Background: an optimization exercise with open tools, aiming at small area and a short achievable clock period. Do not read the settings as production practice. At most, simulation tests tie the RTL to the original design; equivalence was not proved. Power figures rest on the tool's default switching activity, not on a simulated workload.

==> inputs of exp/onyx <==
## smul_q31
module smul_q31 (
    input  logic        clk,
    input  logic        reset,
    input  logic        go,
    input  logic [31:0] left,
    input  logic [31:0] right,
    output logic [31:0] out,
    output logic        done
);
clock: 8.0 ns
lec_check: 0
cap_margin: 20
core_margin: 2
core_utilization: 60
place_density: 0.75
setup_slack_margin: 2.8
slew_margin: 20
synth_hierarchical: 1
synth_minimum_keep_size: 0
standard.sh (not shown) runs the stock make flow with config.mk's settings and CLKGATE_MAP_FILE= SYNTH_SCRIPT=/design/flow/synth_recipe.tcl, a recipe that flattens the netlist after the stock synthesis.
==> flow/flow/run.sh <==
#!/bin/bash
# The standard synthesis and layout, with two changes to how the layout
# is made:
#  - after synthesis, the Booth selector gates (a22oi) are set to their
#    smallest drive strength (the placement's repair steps resize them again
#    where timing needs it);
#  - the input and output ports are buffered with buf_2 cells rather than
#    the flow's default choice.
set -euo pipefail
bash standard.sh synth > synth.log 2>&1
R=orfs/results/sky130hd/smul_q31/base
cat > downsize.tcl <<TCL
read_db $R/1_synth.odb
set db [ord::get_db]
set m1 [\$db findMaster sky130_fd_sc_hd__a22oi_1]
set n 0
foreach inst [[ord::get_db_block] getInsts] {
  if {[[\$inst getMaster] getName] eq "sky130_fd_sc_hd__a22oi_2"} {
    \$inst swapMaster \$m1
    incr n
  }
}
puts "downsized \$n a22oi_2 to a22oi_1"
write_db $R/1_synth.odb
TCL
openroad -no_init -exit downsize.tcl > downsize.log 2>&1
export BUFFER_PORTS_ARGS="-buffer_cell sky130_fd_sc_hd__buf_2"
bash standard.sh > layout.log 2>&1
==> exp/juniper (differences from exp/onyx) <==
--- a/flow/design.v
+++ b/flow/design.v
@@ -141,21 +141,20 @@
     input  logic [31:0] right,
     output logic [31:0] out,
     output logic        done
 );
   logic d0, d1;               
-  logic hi;                   
   logic [39:0] sa, sb;        
   logic sl;                   
   wire xen = go & ~d1;        
   wire cyc2 = d0 & ~d1;       
   wire hold = ~go | d1;       
   wire keep = hold & ~reset;
   wire add2 = cyc2 & ~reset;  
   wire kboth = add2 | hold;
   assign done = d1;
-  wire [16:0] bs = hi ? right[31:15] : {right[15:0], 1'b0};
+  wire [16:0] bs = cyc2 ? right[31:15] : {right[15:0], 1'b0};
   wire [31:0] x = left & {32{xen}};
   wire [8:0] qlo = {1'b0, sa[7:0]} + {1'b0, sb[7:0]} + {8'd0, sl};
   wire [47:0] ea, eb;
   assign ea[0] = (add2 & sa[8]);
   assign eb[0] = (add2 & sb[8]);
@@ -253,49 +252,49 @@
   assign eb[46] = (keep & sb[38]);
   assign ea[47] = (keep & sa[39]);
   assign eb[47] = (keep & sb[39]);
   wire ec = add2 & qlo[8];
   wire eh = keep & sl;
-  wire [1:0] neg0, one0, two0;
-  sq_benc e0[1:0] (.b(bs[2:0]), .neg(neg0), .one(one0), .two(two0));
-  wire [1:0] neg1, one1, two1;
-  sq_benc e1[1:0] (.b(bs[4:2]), .neg(neg1), .one(one1), .two(two1));
-  wire [1:0] neg2, one2, two2;
-  sq_benc e2[1:0] (.b(bs[6:4]), .neg(neg2), .one(one2), .two(two2));
-  wire [1:0] neg3, one3, two3;
-  sq_benc e3[1:0] (.b(bs[8:6]), .neg(neg3), .one(one3), .two(two3));
-  wire [1:0] neg4, one4, two4;
-  sq_benc e4[1:0] (.b(bs[10:8]), .neg(neg4), .one(one4), .two(two4));
-  wire [1:0] neg5, one5, two5;
-  sq_benc e5[1:0] (.b(bs[12:10]), .neg(neg5), .one(one5), .two(two5));
-  wire [1:0] neg6, one6, two6;
-  sq_benc e6[1:0] (.b(bs[14:12]), .neg(neg6), .one(one6), .two(two6));
-  wire [1:0] neg7, one7, two7;
-  sq_benc e7[1:0] (.b(bs[16:14]), .neg(neg7), .one(one7), .two(two7));
+  wire [0:0] neg0, one0, two0;
+  sq_benc e0 (.b(bs[2:0]), .neg(neg0), .one(one0), .two(two0));
+  wire [0:0] neg1, one1, two1;
+  sq_benc e1 (.b(bs[4:2]), .neg(neg1), .one(one1), .two(two1));
+  wire [0:0] neg2, one2, two2;
+  sq_benc e2 (.b(bs[6:4]), .neg(neg2), .one(one2), .two(two2));
+  wire [0:0] neg3, one3, two3;
+  sq_benc e3 (.b(bs[8:6]), .neg(neg3), .one(one3), .two(two3));
+  wire [0:0] neg4, one4, two4;
+  sq_benc e4 (.b(bs[10:8]), .neg(neg4), .one(one4), .two(two4));
+  wire [0:0] neg5, one5, two5;
+  sq_benc e5 (.b(bs[12:10]), .neg(neg5), .one(one5), .two(two5));
+  wire [0:0] neg6, one6, two6;
+  sq_benc e6 (.b(bs[14:12]), .neg(neg6), .one(one6), .two(two6));
+  wire [0:0] neg7, one7, two7;
+  sq_benc e7 (.b(bs[16:14]), .neg(neg7), .one(one7), .two(two7));
   wire [32:0] pp0, q0;
-  sq_bpp b0[32:0] (.x0({x[31], x}), .x1({x, 1'b0}), .neg({{17{neg0[1]}}, {16{neg0[0]}}}), .one({{17{one0[1]}}, {16{one0[0]}}}), .two({{17{two0[1]}}, {16{two0[0]}}}), .p(q0));
+  sq_bpp b0[32:0] (.x0({x[31], x}), .x1({x, 1'b0}), .neg({{17{neg0[0]}}, {16{neg0[0]}}}), .one({{17{one0[0]}}, {16{one0[0]}}}), .two({{17{two0[0]}}, {16{two0[0]}}}), .p(q0));
   assign pp0 = {~q0[32], q0[31:0]};
   wire [32:0] pp1, q1;
-  sq_bpp b1[32:0] (.x0({x[31], x}), .x1({x, 1'b0}), .neg({{17{neg1[1]}}, {16{neg1[0]}}}), .one({{17{one1[1]}}, {16{one1[0]}}}), .two({{17{two1[1]}}, {16{two1[0]}}}), .p(q1));
+  sq_bpp b1[32:0] (.x0({x[31], x}), .x1({x, 1'b0}), .neg({{17{neg1[0]}}, {16{neg1[0]}}}), .one({{17{one1[0]}}, {16{one1[0]}}}), .two({{17{two1[0]}}, {16{two1[0]}}}), .p(q1));
   assign pp1 = {~q1[32], q1[31:0]};
   wire [32:0] pp2, q2;
-  sq_bpp b2[32:0] (.x0({x[31], x}), .x1({x, 1'b0}), .neg({{17{neg2[1]}}, {16{neg2[0]}}}), .one({{17{one2[1]}}, {16{one2[0]}}}), .two({{17{two2[1]}}, {16{two2[0]}}}), .p(q2));
+  sq_bpp b2[32:0] (.x0({x[31], x}), .x1({x, 1'b0}), .neg({{17{neg2[0]}}, {16{neg2[0]}}}), .one({{17{one2[0]}}, {16{one2[0]}}}), .two({{17{two2[0]}}, {16{two2[0]}}}), .p(q2));
   assign pp2 = {~q2[32], q2[31:0]};
   wire [32:0] pp3, q3;
-  sq_bpp b3[32:0] (.x0({x[31], x}), .x1({x, 1'b0}), .neg({{17{neg3[1]}}, {16{neg3[0]}}}), .one({{17{one3[1]}}, {16{one3[0]}}}), .two({{17{two3[1]}}, {16{two3[0]}}}), .p(q3));
+  sq_bpp b3[32:0] (.x0({x[31], x}), .x1({x, 1'b0}), .neg({{17{neg3[0]}}, {16{neg3[0]}}}), .one({{17{one3[0]}}, {16{one3[0]}}}), .two({{17{two3[0]}}, {16{two3[0]}}}), .p(q3));
   assign pp3 = {~q3[32], q3[31:0]};
   wire [32:0] pp4, q4;
-  sq_bpp b4[32:0] (.x0({x[31], x}), .x1({x, 1'b0}), .neg({{17{neg4[1]}}, {16{neg4[0]}}}), .one({{17{one4[1]}}, {16{one4[0]}}}), .two({{17{two4[1]}}, {16{two4[0]}}}), .p(q4));
+  sq_bpp b4[32:0] (.x0({x[31], x}), .x1({x, 1'b0}), .neg({{17{neg4[0]}}, {16{neg4[0]}}}), .one({{17{one4[0]}}, {16{one4[0]}}}), .two({{17{two4[0]}}, {16{two4[0]}}}), .p(q4));
   assign pp4 = {~q4[32], q4[31:0]};
   wire [32:0] pp5, q5;
-  sq_bpp b5[32:0] (.x0({x[31], x}), .x1({x, 1'b0}), .neg({{17{neg5[1]}}, {16{neg5[0]}}}), .one({{17{one5[1]}}, {16{one5[0]}}}), .two({{17{two5[1]}}, {16{two5[0]}}}), .p(q5));
+  sq_bpp b5[32:0] (.x0({x[31], x}), .x1({x, 1'b0}), .neg({{17{neg5[0]}}, {16{neg5[0]}}}), .one({{17{one5[0]}}, {16{one5[0]}}}), .two({{17{two5[0]}}, {16{two5[0]}}}), .p(q5));
   assign pp5 = {~q5[32], q5[31:0]};
   wire [32:0] pp6, q6;
-  sq_bpp b6[32:0] (.x0({x[31], x}), .x1({x, 1'b0}), .neg({{17{neg6[1]}}, {16{neg6[0]}}}), .one({{17{one6[1]}}, {16{one6[0]}}}), .two({{17{two6[1]}}, {16{two6[0]}}}), .p(q6));
+  sq_bpp b6[32:0] (.x0({x[31], x}), .x1({x, 1'b0}), .neg({{17{neg6[0]}}, {16{neg6[0]}}}), .one({{17{one6[0]}}, {16{one6[0]}}}), .two({{17{two6[0]}}, {16{two6[0]}}}), .p(q6));
   assign pp6 = {~q6[32], q6[31:0]};
   wire [32:0] pp7, q7;
-  sq_bpp b7[32:0] (.x0({x[31], x}), .x1({x, 1'b0}), .neg({{17{neg7[1]}}, {16{neg7[0]}}}), .one({{17{one7[1]}}, {16{one7[0]}}}), .two({{17{two7[1]}}, {16{two7[0]}}}), .p(q7));
+  sq_bpp b7[32:0] (.x0({x[31], x}), .x1({x, 1'b0}), .neg({{17{neg7[0]}}, {16{neg7[0]}}}), .one({{17{one7[0]}}, {16{one7[0]}}}), .two({{17{two7[0]}}, {16{two7[0]}}}), .p(q7));
   assign pp7 = {~q7[32], q7[31:0]};
   wire s1, c2;
   sq_ha h2 (.a(ea[12]), .b(eb[12]), .s(s1), .co(c2));
   wire s3, c4;
   sq_ha h4 (.a(ea[13]), .b(eb[13]), .s(s3), .co(c4));
@@ -938,11 +937,10 @@
   wire [47:0] v1 = {s639, s637, c634, s633, s631, s629, c626, s625, c622, s621, c618, c616, c614, c612, c610, c608, c606, c604, c602, c600, c598, c596, c594, c592, c590, c588, c586, c584, c582, c580, c578, c576, c574, c572, c570, c568, c566, c564, c562, c560, c558, c556, c554, c552, c550, c548, c546, pp0[0]};
   wire [47:0] v2 = {c638, c636, s635, c632, c630, c628, s627, c624, s623, c620, s619, s617, s615, s613, s611, s609, s607, s605, s603, s601, s599, s597, s595, s593, s591, s589, s587, s585, s583, s581, s579, s577, s575, s573, s571, s569, s567, s565, s563, s561, s559, s557, s555, s553, s551, s549, s547, s545};
   wire [8:0] vlo = {1'b0, v1[7:0]} + {1'b0, v2[7:0]};
   always_ff @(posedge clk) begin
     d0 <= go;
-    hi <= go & ~d0;
     d1 <= go & d0;
     sa <= v1[47:8];
     sb <= v2[47:8];
     sl <= vlo[8];
   end
@@ -953,11 +951,11 @@
     input  logic [2:0] b,
     output logic       neg,
     output logic       one,
     output logic       two
 );
-  assign neg = b[2] & ~(b[1] & b[0]);    
+  assign neg = b[2];
   assign one = b[1] ^ b[0];
   assign two = (b[2] & ~b[1] & ~b[0]) | (~b[2] & b[1] & b[0]);
 endmodule
 module sq_bpp (
     input  logic x0,
- CORE_UTILIZATION: 60 -> 45
- PLACE_DENSITY: 0.75 -> unset
==> impl_metrics.yaml <==
run_status:
  outcome: "complete, no violations"
worst_setup_path:
  max_stage_delay_ns: 0.64
grt:
  grt_use_met3: 0.07949
  number_of_antenna_violations_at_the_first_check_in_global_routing: 0
power:
  clkPwrFrac: 0.047
finish:
  flops_and_latches: 84
timing:
  post-route-period-util: 0.6491
-- figures above: exp/onyx

==> impl_metrics.yaml <==
run_status:
  outcome: "complete, no violations"
grt:
  number_of_antenna_violations_at_the_first_check_in_global_routing: 1
  grt_use_met3: 0.08317
timing:
  post-route-period-util: 0.6444
  final_hold_vios: 0
power:
  clkPwrFrac: 0.055
  static-leakage-power_nw: 6.896
finish:
  flops_and_latches: 83
route:
  vias_per_cell: 6.384
worst_setup_path:
  max_stage_delay_ns: 0.54
-- figures above: exp/juniper

Only the layout flow was run in exp/onyx; the RTL was not checked for function there.

[re-timing with driven ports]
No port has a modelled driver above. Below, the same layouts with a new extraction and two added sets of constraints. Step 1, drivers: a clkbuf_16 drives clk and a buf_2 each remaining input, both assumed. Step 2 times the ports against the registers' clock, not the clock port: input delays grow and output delays shrink by t, the midpoint of the rising clock arrivals with the driver on. Three values: ideal, step 1, step 2; two values: the first two.
run	shift t [ns]	setup WS [ns]	worst hold slack (ns)	worst setup path at the end	worst slew at a driven data input, ns
exp/onyx	0.384	2.807 / 2.824 / 2.440	0.458 / 0.458 / 0.458	input to register	0.05
exp/juniper	0.405	2.845 / 2.868 / 2.463	0.467 / 0.467 / 0.467	input to register	0.04
After both steps every run listed still meets setup and hold. The setup slack of exp/juniper, which loses most, moves by +0.023 ns with the drivers and by -0.382 ns with both steps.
